From an optimization exercise on the open Yosys and OpenROAD flow, aimed at small area and a short achievable clock period; shortcuts taken in it are not production practice.

==> run a <==
// Synth
module Synth(
  input         clock,
  input         reset,
  input  [19:0] io_Freq_0,
  input  [19:0] io_Freq_1,
  input  [19:0] io_Freq_2,
  input  [19:0] io_Freq_3,
  input  [19:0] io_Freq_4,
  input  [19:0] io_Freq_5,
  input  [17:0] io_Amp_0,
  input  [17:0] io_Amp_1,
  input  [17:0] io_Amp_2,
  input  [17:0] io_Amp_3,
  input  [17:0] io_Amp_4,
  input  [17:0] io_Amp_5,
  output [22:0] io_Out
);
==> flow/config.mk <==
export PLATFORM = sky130hd
export DESIGN_NAME = Synth
export DESIGN_NICKNAME = Synth
export VERILOG_FILES = /design/flow/design.v
export SDC_FILE = /design/flow/constraint.sdc
export NUM_CORES = 4
export LEC_CHECK = 0
export CAP_MARGIN = 20
export CORE_MARGIN = 2
export CORE_UTILIZATION = 40
export SLEW_MARGIN = 20
export SYNTH_HIERARCHICAL = 1
export SYNTH_MINIMUM_KEEP_SIZE = 0
export TNS_END_PERCENT = 20
==> flow/constraint.sdc <==
create_clock -name core_clock -period 15.0 [get_ports {clock}]
set_input_delay 3.0000 -clock core_clock [delete_from_list [all_inputs] [get_ports {clock}]]
set_output_delay 3.0000 -clock core_clock [all_outputs]
set_load 0.01 [all_outputs]
standard.sh (not shown) runs the stock make flow with config.mk's settings and CLKGATE_MAP_FILE= SYNTH_SCRIPT=/design/flow/synth_recipe.tcl, a recipe that flattens the netlist after the stock synthesis.
==> flow/flow/run.sh <==
#!/bin/bash
# Standard ORFS layout with a tighter setup-repair target and minimum-size
# port buffers. Full tool output goes to standard.log in the work folder.
set -euo pipefail
bash standard.sh SETUP_SLACK_MARGIN=8.5 'BUFFER_PORTS_ARGS=-buffer_cell sky130_fd_sc_hd__buf_1' finish > standard.log 2>&1
==> run b: changes against run a <==
--- a/flow/design.v
+++ b/flow/design.v
@@ -19,11 +19,10 @@
   reg        ph;             
   reg [19:0] div [0:5];
   reg [19:0] idx [0:5];
   reg [19:0] X0, X1;         
   reg        Xc;
-  reg [19:0] IR5;            
   reg        negR;           
   reg [17:0] WS, WC;         
   reg        Wc;
   reg [19:0] PS, PC;         
   reg        Pc;
@@ -1145,15 +1144,13 @@
   GC ugc0_16 (.gh(g13_16), .ph(p13_16), .gl(g0_12), .g(g0_16));
   wire c17 = g0_16;
   assign R0 = {tc462, tc460, tc456, tc450, tc444, tc436, tc428, tc418, tc408, tc396, tc384, tc370, tc356, tc340, tc324, tc306, tc288, tc268, tc248, tc226, tc204, tc182, ts179, tc144, tc128, tc112, tc98, tc84, ts81, tc60, tc50, ts47, ts37, ts29, ts21, ts15, ts9, pp1[0], pp0[1], pp0[0]};
   assign R1 = {ts463, ts461, ts459, ts455, ts449, ts443, ts435, ts427, ts417, ts407, ts395, ts383, ts369, ts355, ts339, ts323, ts305, ts287, ts267, ts247, ts225, ts203, ts181, ts161, ts143, ts127, ts111, ts97, ts83, ts71, ts59, ts49, ts39, ts31, ts23, ts17, ts11, ts7, ts3, ts1};
   wire        c18 = (R0[17] & R1[17]) | ((R0[17] | R1[17]) & c17);
-  wire [19:0] nIR5 = ~IR5;
-  wire [19:0] s1 = W1S ^ W1C ^ nIR5;
-  wire [19:0] k1 = {(W1S[18:0] & W1C[18:0]) | (W1S[18:0] & nIR5[18:0]) | (W1C[18:0] & nIR5[18:0]), W1c};
-  wire [19:0] Y0 = s1 ^ k1 ^ irs_n;
-  wire [19:0] Y1 = {(s1[18:0] & k1[18:0]) | (s1[18:0] & irs_n[18:0]) | (k1[18:0] & irs_n[18:0]), 1'b1};
+  wire [19:0] wop = t[10] ? ~irs_c : irs_n;
+  wire [19:0] Y0 = W1S ^ W1C ^ wop;
+  wire [19:0] Y1 = {(W1S[18:0] & W1C[18:0]) | (W1S[18:0] & wop[18:0]) | (W1C[18:0] & wop[18:0]), W1c};
   always @(posedge clock) begin
     if (reset) begin
       t <= 12'h001;
       ph <= 1'b0;
       negR <= 1'b0;
@@ -1185,16 +1182,18 @@
       PS <= R0[36:17];
       PC <= R1[36:17];
       Pc <= c17;
     end
     if (reset) begin
-      IR5 <= 20'h0;
       W1S <= 20'h0;
       W1C <= 20'h0;
       W1c <= 1'b0;
+    end else if (t[10]) begin
+      W1S <= Y0;
+      W1C <= Y1;
+      W1c <= 1'b1;
     end else if (t[9]) begin
-      IR5 <= irs_n;
       W1S <= R0[36:17];
       W1C <= R1[36:17];
       W1c <= c17;
     end
     if (reset) begin
==> qor summary <==
metric	run a	run b
Global routing usage on met2	0.387	0.393
Final WL	108000 µm	108000 µm
Horizontal die dimension	297 µm	296 µm
Worst slack at placement	6.45 ns	6.66 ns
Utilization of the core after routing	0.477	0.477
Flip-flop and latch share of the layout cell area	0.246	0.236
Placement Cell Area	36500 µm²	36200 µm²
Run status	finished clean	finished clean
Hold Crit Start	t[10]$_SDFF_PP0_	t[8]$_SDFF_PP0_
Core region area	85000 µm²	84900 µm²
1st-pass router iterations	10	7
No functional check of the RTL was part of any run of this note.

* * *

==> inputs of v20 <==
==> flow/design.v <==
module Synth(
  input         clock,
  input         reset,
  input  [19:0] io_Freq_0,
  input  [19:0] io_Freq_1,
  input  [19:0] io_Freq_2,
  input  [19:0] io_Freq_3,
  input  [19:0] io_Freq_4,
  input  [19:0] io_Freq_5,
  input  [17:0] io_Amp_0,
  input  [17:0] io_Amp_1,
  input  [17:0] io_Amp_2,
  input  [17:0] io_Amp_3,
  input  [17:0] io_Amp_4,
  input  [17:0] io_Amp_5,
  output [22:0] io_Out
);
  reg [11:0] t;              
  reg [19:0] div [0:5];
  reg [19:0] idx [0:5];
  reg [19:0] IRS;            
  reg [19:0] P;
  reg [19:0] W1;
  reg [17:0] WaveReg;
  reg [22:0] OutputReg;
  wire [19:0] freq [0:5];
  wire [17:0] amp  [0:5];
  assign freq[0] = io_Freq_0; assign freq[1] = io_Freq_1; assign freq[2] = io_Freq_2;
  assign freq[3] = io_Freq_3; assign freq[4] = io_Freq_4; assign freq[5] = io_Freq_5;
  assign amp[0] = io_Amp_0; assign amp[1] = io_Amp_1; assign amp[2] = io_Amp_2;
  assign amp[3] = io_Amp_3; assign amp[4] = io_Amp_4; assign amp[5] = io_Amp_5;
  wire ph = t[1] | t[3] | t[5] | t[7] | t[9] | t[11];
  reg [19:0] idx_n [0:5];
  reg [19:0] div_n [0:5];
  reg [20:0] cd, cp;
  reg        eq;
  integer i, b;
  always @* begin
    for (i = 0; i < 6; i = i + 1) begin
      eq = ~|(div[i] ^ freq[i]);
      cd[0] = 1'b1;
      cp[0] = 1'b1;
      for (b = 0; b < 20; b = b + 1) begin
        cd[b+1] = cd[b] & div[i][b];
        cp[b+1] = cp[b] & idx[i][b];
      end
      div_n[i] = (div[i] ^ cd[19:0]) & {20{~eq}};
      idx_n[i] = idx[i] ^ (cp[19:0] & {20{eq}});
    end
  end
  always @(posedge clock) begin
    for (i = 0; i < 6; i = i + 1) begin
      div[i] <= div_n[i] & {20{~reset}};
      idx[i] <= idx_n[i] & {20{~reset}};
    end
  end
  reg [19:0] irs_n;
  reg [17:0] amp_s;
  always @* begin
    irs_n = 20'h0;
    amp_s = 18'h0;
    for (i = 0; i < 6; i = i + 1) begin
      if (t[(2*i+11) % 12] | t[2*i]) irs_n = irs_n | idx_n[i];
      if (t[2*i+1]) amp_s = amp_s | amp[i];
    end
  end
  wire [19:0] mod   = ({20{t[2] | t[3] | t[4] | t[5] | t[6] | t[7]}} & P)
                    | ({20{t[8] | t[9] | t[10] | t[11]}} & W1);
  wire [19:0] index = mod + IRS;
  wire [17:0] fold  = index[18] ? index[17:0] : ~index[17:0];
  wire        negw  = ph & index[19];
  wire [17:0] m1 = ph ? WaveReg : fold;
  wire [17:0] m2 = ({18{~ph}} & fold) | amp_s;
  wire [20:0] m1x = {2'b00, m1, 1'b0};
  wire [39:0] row [0:9];
  wire [39:0] nrow;
  genvar k;
  generate
    for (k = 0; k < 10; k = k + 1) begin : booth
      wire b0 = m1x[2*k];
      wire b1 = m1x[2*k+1];
      wire b2 = m1x[2*k+2];
      wire one = b1 ^ b0;
      wire two = (b2 & ~b1 & ~b0) | (~b2 & b1 & b0);
      wire neg = b2 ^ negw;
      wire [18:0] mag = ({19{one}} & {1'b0, m2}) | ({19{two}} & {m2, 1'b0});
      wire [19:0] pp = {~neg, mag ^ {19{neg}}};
      assign row[k] = {20'h0, pp} << (2*k);
      assign nrow[2*k] = neg;
      assign nrow[2*k+1] = 1'b0;
    end
  endgenerate
  assign nrow[39:20] = 20'h0;
  localparam [39:0] BOOTHK = 40'hD5_5558_0000;  
  wire [39:0] krow = {23'h0, {17{negw}}};                   
  wire [39:0] prow = t[11] ? {{3{P[19]}}, P, 17'h0} : 40'h0;  
  wire [39:0] sum = row[0] + row[1] + row[2] + row[3] + row[4] + row[5] + row[6]
                  + row[7] + row[8] + row[9] + nrow + krow + prow + BOOTHK;
  always @(posedge clock) begin
    if (reset) t <= 12'h001;
    else t <= {t[10:0], t[11]};
    if (reset) IRS <= 20'h0;
    else IRS <= irs_n;
    WaveReg <= ~sum[35:18];
    if (t[1] | t[3] | t[5] | t[7]) P <= sum[36:17];
    if (reset) W1 <= 20'h0;
    else if (t[9]) W1 <= sum[36:17];
    if (reset) OutputReg <= 23'h0;
    else if (t[11]) OutputReg <= sum[39:17];
  end
  assign io_Out = OutputReg;
endmodule
==> flow/flow/run.sh <==
#!/bin/bash
# Standard ORFS layout with a tighter setup-repair target and minimum-size
# port buffers. Full tool output goes to standard.log in the work folder.
set -euo pipefail
bash standard.sh SETUP_SLACK_MARGIN=6.5 'BUFFER_PORTS_ARGS=-buffer_cell sky130_fd_sc_hd__buf_1' finish > standard.log 2>&1
==> flow/standard.sh <==
#!/bin/bash
# synth_recipe.tcl (not shown) runs the flow's synth.tcl, then flattens the netlist and writes it again
# the make line also repeats each setting of config.mk as NAME=value (left out here)
make -C /OpenROAD-flow-scripts/flow DESIGN_CONFIG=/design/flow/config.mk WORK_HOME=/design/flow/orfs CLKGATE_MAP_FILE= SYNTH_SCRIPT=/design/flow/synth_recipe.tcl "${@:-finish}"
==> flow/config.mk <==
export PLATFORM = sky130hd
export DESIGN_NAME = Synth
export DESIGN_NICKNAME = Synth
export VERILOG_FILES = /design/flow/design.v
export SDC_FILE = /design/flow/constraint.sdc
export NUM_CORES = 4
export LEC_CHECK = 0
export CAP_MARGIN = 20
export CORE_MARGIN = 2
export CORE_UTILIZATION = 40
export SLEW_MARGIN = 20
==> flow/constraint.sdc <==
create_clock -name core_clock -period 15.0 [get_ports {clock}]
set_input_delay 3.0000 -clock core_clock [delete_from_list [all_inputs] [get_ports {clock}]]
set_output_delay 3.0000 -clock core_clock [all_outputs]
set_load 0.01 [all_outputs]
==> v15 (differences from v20) <==
==> flow/design.v, changed modules only <==
module Synth(
  input         clock,
  input         reset,
  input  [19:0] io_Freq_0,
  input  [19:0] io_Freq_1,
  input  [19:0] io_Freq_2,
  input  [19:0] io_Freq_3,
  input  [19:0] io_Freq_4,
  input  [19:0] io_Freq_5,
  input  [17:0] io_Amp_0,
  input  [17:0] io_Amp_1,
  input  [17:0] io_Amp_2,
  input  [17:0] io_Amp_3,
  input  [17:0] io_Amp_4,
  input  [17:0] io_Amp_5,
  output [22:0] io_Out
);
  reg        ph;             
  reg  [2:0] step;           
  reg [19:0] div [0:5];
  reg [19:0] idx [0:5];
  reg [19:0] P;
  reg [19:0] W1;
  reg [17:0] WaveReg;
  reg [22:0] OutputReg;
  wire [19:0] freq [0:5];
  wire [17:0] amp  [0:5];
  assign freq[0] = io_Freq_0; assign freq[1] = io_Freq_1; assign freq[2] = io_Freq_2;
  assign freq[3] = io_Freq_3; assign freq[4] = io_Freq_4; assign freq[5] = io_Freq_5;
  assign amp[0] = io_Amp_0; assign amp[1] = io_Amp_1; assign amp[2] = io_Amp_2;
  assign amp[3] = io_Amp_3; assign amp[4] = io_Amp_4; assign amp[5] = io_Amp_5;
  integer i;
  always @(posedge clock) begin
    for (i = 0; i < 6; i = i + 1) begin
      if (reset) begin
        div[i] <= 20'h0;
        idx[i] <= 20'h0;
      end else if (div[i] == freq[i]) begin
        div[i] <= 20'h0;
        idx[i] <= idx[i] + 20'h1;
      end else begin
        div[i] <= div[i] + 20'h1;
      end
    end
  end
  reg [19:0] idx_s;
  reg [17:0] amp_s;
  always @* begin
    case (step)
      3'd1: begin idx_s = idx[1]; amp_s = amp[1]; end
      3'd2: begin idx_s = idx[2]; amp_s = amp[2]; end
      3'd3: begin idx_s = idx[3]; amp_s = amp[3]; end
      3'd4: begin idx_s = idx[4]; amp_s = amp[4]; end
      3'd5: begin idx_s = idx[5]; amp_s = amp[5]; end
      default: begin idx_s = idx[0]; amp_s = amp[0]; end
    endcase
  end
  wire [19:0] mod   = (step == 3'd0) ? 20'h0 : (step[2] ? W1 : P);
  wire [19:0] index = mod + idx_s;
  wire [17:0] fold  = index[18] ? index[17:0] : ~index[17:0];
  wire        negw  = ph & index[19];
  wire        acc   = ph & (step == 3'd5);
  wire [17:0] m1 = ph ? WaveReg : fold;
  wire [17:0] m2 = ph ? amp_s : fold;
  wire [20:0] m1x = {2'b00, m1, 1'b0};
  wire [39:0] row [0:9];
  wire [39:0] nrow;
  genvar k;
  generate
    for (k = 0; k < 10; k = k + 1) begin : booth
      wire b0 = m1x[2*k];
      wire b1 = m1x[2*k+1];
      wire b2 = m1x[2*k+2];
      wire one = b1 ^ b0;
      wire two = (b2 & ~b1 & ~b0) | (~b2 & b1 & b0);
      wire neg = b2 ^ negw;
      wire [18:0] mag = ({19{one}} & {1'b0, m2}) | ({19{two}} & {m2, 1'b0});
      wire [19:0] pp = {~neg, mag ^ {19{neg}}};
      assign row[k] = {20'h0, pp} << (2*k);
      assign nrow[2*k] = neg;
      assign nrow[2*k+1] = 1'b0;
    end
  endgenerate
  assign nrow[39:20] = 20'h0;
  localparam [39:0] BOOTHK = 40'hD5_5558_0000;  
  wire [39:0] krow = {23'h0, {17{negw}}};                  
  wire [39:0] prow = acc ? {{3{P[19]}}, P, 17'h0} : 40'h0;  
  wire [39:0] sum = row[0] + row[1] + row[2] + row[3] + row[4] + row[5] + row[6]
                  + row[7] + row[8] + row[9] + nrow + krow + prow + BOOTHK;
  always @(posedge clock) begin
    if (reset) begin
      ph <= 1'b0;
      step <= 3'd0;
    end else begin
      ph <= ~ph;
      if (ph) step <= (step == 3'd5) ? 3'd0 : step + 3'd1;
    end
    WaveReg <= ~sum[35:18];
    if (ph && !step[2]) P <= sum[36:17];
    if (reset) W1 <= 20'h0;
    else if (ph && step == 3'd4) W1 <= sum[36:17];
    if (reset) OutputReg <= 23'h0;
    else if (acc) OutputReg <= sum[39:17];
  end
  assign io_Out = OutputReg;
endmodule
==> flow/run.sh (new file) <==
#!/bin/bash
# synth_recipe.tcl (not shown) runs the flow's synth.tcl, then flattens the netlist and writes it again
# the make line also repeats each setting of config.mk as NAME=value (left out here)
make -C /OpenROAD-flow-scripts/flow DESIGN_CONFIG=/design/flow/config.mk WORK_HOME=/design/flow/orfs CLKGATE_MAP_FILE= SYNTH_SCRIPT=/design/flow/synth_recipe.tcl finish
removed: flow/flow/run.sh
removed: flow/standard.sh
==> v31 (differences from v20) <==
--- a/flow/design.v
+++ b/flow/design.v
@@ -33,18 +33,6 @@
   reg [19:0] idx_n [0:5];
-  reg [19:0] div_n [0:5];
-  reg [20:0] cd, cp;
-  reg        eq;
-  integer i, b;
+  integer i;
   always @* begin
-    for (i = 0; i < 6; i = i + 1) begin
-      eq = ~|(div[i] ^ freq[i]);
-      cd[0] = 1'b1;
-      cp[0] = 1'b1;
-      for (b = 0; b < 20; b = b + 1) begin
-        cd[b+1] = cd[b] & div[i][b];
-        cp[b+1] = cp[b] & idx[i][b];
-      end
-      div_n[i] = (div[i] ^ cd[19:0]) & {20{~eq}};
-      idx_n[i] = idx[i] ^ (cp[19:0] & {20{eq}});
-    end
+    for (i = 0; i < 6; i = i + 1)
+      idx_n[i] = (div[i] == freq[i]) ? idx[i] + 20'h1 : idx[i];
   end
@@ -52,4 +40,9 @@
     for (i = 0; i < 6; i = i + 1) begin
-      div[i] <= div_n[i] & {20{~reset}};
-      idx[i] <= idx_n[i] & {20{~reset}};
+      if (reset) begin
+        div[i] <= 20'h0;
+        idx[i] <= 20'h0;
+      end else begin
+        div[i] <= (div[i] == freq[i]) ? 20'h0 : div[i] + 20'h1;
+        idx[i] <= idx_n[i];
+      end
     end
==> flow/run.sh (new file) <==
#!/bin/bash
# synth_recipe.tcl (not shown) runs the flow's synth.tcl, then flattens the netlist and writes it again
# the make line also repeats each setting of config.mk as NAME=value (left out here)
make -C /OpenROAD-flow-scripts/flow DESIGN_CONFIG=/design/flow/config.mk WORK_HOME=/design/flow/orfs CLKGATE_MAP_FILE= SYNTH_SCRIPT=/design/flow/synth_recipe.tcl finish
- SETUP_SLACK_MARGIN: unset -> 5
removed: flow/flow/run.sh
removed: flow/standard.sh
==> v17 (differences from v20) <==
--- a/flow/design.v
+++ b/flow/design.v
@@ -33,18 +33,6 @@
   reg [19:0] idx_n [0:5];
-  reg [19:0] div_n [0:5];
-  reg [20:0] cd, cp;
-  reg        eq;
-  integer i, b;
+  integer i;
   always @* begin
-    for (i = 0; i < 6; i = i + 1) begin
-      eq = ~|(div[i] ^ freq[i]);
-      cd[0] = 1'b1;
-      cp[0] = 1'b1;
-      for (b = 0; b < 20; b = b + 1) begin
-        cd[b+1] = cd[b] & div[i][b];
-        cp[b+1] = cp[b] & idx[i][b];
-      end
-      div_n[i] = (div[i] ^ cd[19:0]) & {20{~eq}};
-      idx_n[i] = idx[i] ^ (cp[19:0] & {20{eq}});
-    end
+    for (i = 0; i < 6; i = i + 1)
+      idx_n[i] = (div[i] == freq[i]) ? idx[i] + 20'h1 : idx[i];
   end
@@ -52,4 +40,9 @@
     for (i = 0; i < 6; i = i + 1) begin
-      div[i] <= div_n[i] & {20{~reset}};
-      idx[i] <= idx_n[i] & {20{~reset}};
+      if (reset) begin
+        div[i] <= 20'h0;
+        idx[i] <= 20'h0;
+      end else begin
+        div[i] <= (div[i] == freq[i]) ? 20'h0 : div[i] + 20'h1;
+        idx[i] <= idx_n[i];
+      end
     end
==> flow/run.sh (new file) <==
#!/bin/bash
# synth_recipe.tcl (not shown) runs the flow's synth.tcl, then flattens the netlist and writes it again
# the make line also repeats each setting of config.mk as NAME=value (left out here)
make -C /OpenROAD-flow-scripts/flow DESIGN_CONFIG=/design/flow/config.mk WORK_HOME=/design/flow/orfs CLKGATE_MAP_FILE= SYNTH_SCRIPT=/design/flow/synth_recipe.tcl finish
removed: flow/flow/run.sh
removed: flow/standard.sh
==> flow_summary.toml <==
[final_layout]
signal_buffers = 296
multi_input_cells = 2565

[run_status]
status = "no timing/DRC/antenna violations"

[worst_setup_path]
r2r_cells = 31

[yosys]
syn_area_mm2 = 0.02896

[drt]
dr.max_layer_used = "met4"
wirelength_um = 90080

[hold_path]
min_from = "t[6]$_SDFF_PP0_"
That was v17.
==> flow_summary.toml <==
[worst_setup_path]
r2r_cells = 35

[drt]
wirelength_um = 94270
dr.max_layer_used = "met4"

[hold_path]
min_from = "t[10]$_SDFF_PP0_"

[run_status]
status = "no timing/DRC/antenna violations"

[final_layout]
multi_input_cells = 2572
signal_buffers = 400
That was v31.
==> flow_summary.toml <==
[drt]
dr.max_layer_used = "met5"
wirelength_um = 85500

[final_layout]
multi_input_cells = 2564
signal_buffers = 302

[run_status]
status = "no timing/DRC/antenna violations"

[yosys]
synthTopCellsByCount = "nor2_1, xnor2_1, dfxtp_1, inv_1, xor2_1"
synth-seq-area-share_pct = 23.91

[grt]
antenna_found_initial = 2

[worst_setup_path]
r2r_cells = 37

[hold_path]
min_from = "OutputReg[17]$_SDFFE_PP0P_"
That was v15.
==> flow_summary.toml <==
[yosys]
syn_area_mm2 = 0.02841
netlist_instances = 3113
yosysWarnings = 5

[final_layout]
signal_buffers = 518
multi_input_cells = 2403

[place]
post-place-cells = 4191

[drt]
wirelength_um = 97900

[sta]
fin_crit_ps = 9815

[hold_path]
min_from = "OutputReg[20]$_SDFFE_PP0P_"

[run_status]
status = "no timing/DRC/antenna violations"

[worst_setup_path]
r2r_cells = 40
That was v20.
No run of this note included a check of the RTL's function; only the layout flow was run.

==> static timing again, ports no longer ideal <==
No port has a modelled driver above. Below, the same layouts with a new extraction and two added sets of constraints. Step 1 (the two cells are an assumption about what drives the block):
set clk [get_ports {clock}]
set_driving_cell -lib_cell sky130_fd_sc_hd__clkbuf_16 $clk
set_driving_cell -lib_cell sky130_fd_sc_hd__buf_2 [delete_from_list [all_inputs] $clk]
Step 2, shift: input delay + t, output delay - t, t = (earliest + latest rising clock arrival at the registers) / 2. This alone moves slack from input paths to output paths. Three values: ideal ports, drivers, drivers and shift; two values: the first two.
run	t (ns)	setup slack, ns	slew at the worst register clock pin (ns)	worst slew at a driven data input, ns	cell pins on the clock port's net
run a	0.681	7.850 / 7.889 / 7.208	0.07 / 0.07	0.05	1
run b	0.648	7.949 / 7.984 / 7.336	0.06 / 0.06	0.05	1
v20	0.610	5.185 / 5.185 / 4.890	0.06 / 0.06	0.07	1
v15	0.626	1.820 / 1.820 / 1.820	0.07 / 0.07	0.08	1
v31	0.601	5.071 / 5.071 / 4.588	0.07 / 0.07	0.08	1
v17	0.606	2.756 / 2.756 / 2.756	0.07 / 0.07	0.07	1
After both steps setup and hold are still met in every run listed. The setup slack of run a, which loses most, moves by +0.039 ns with the drivers and by -0.642 ns with both steps.
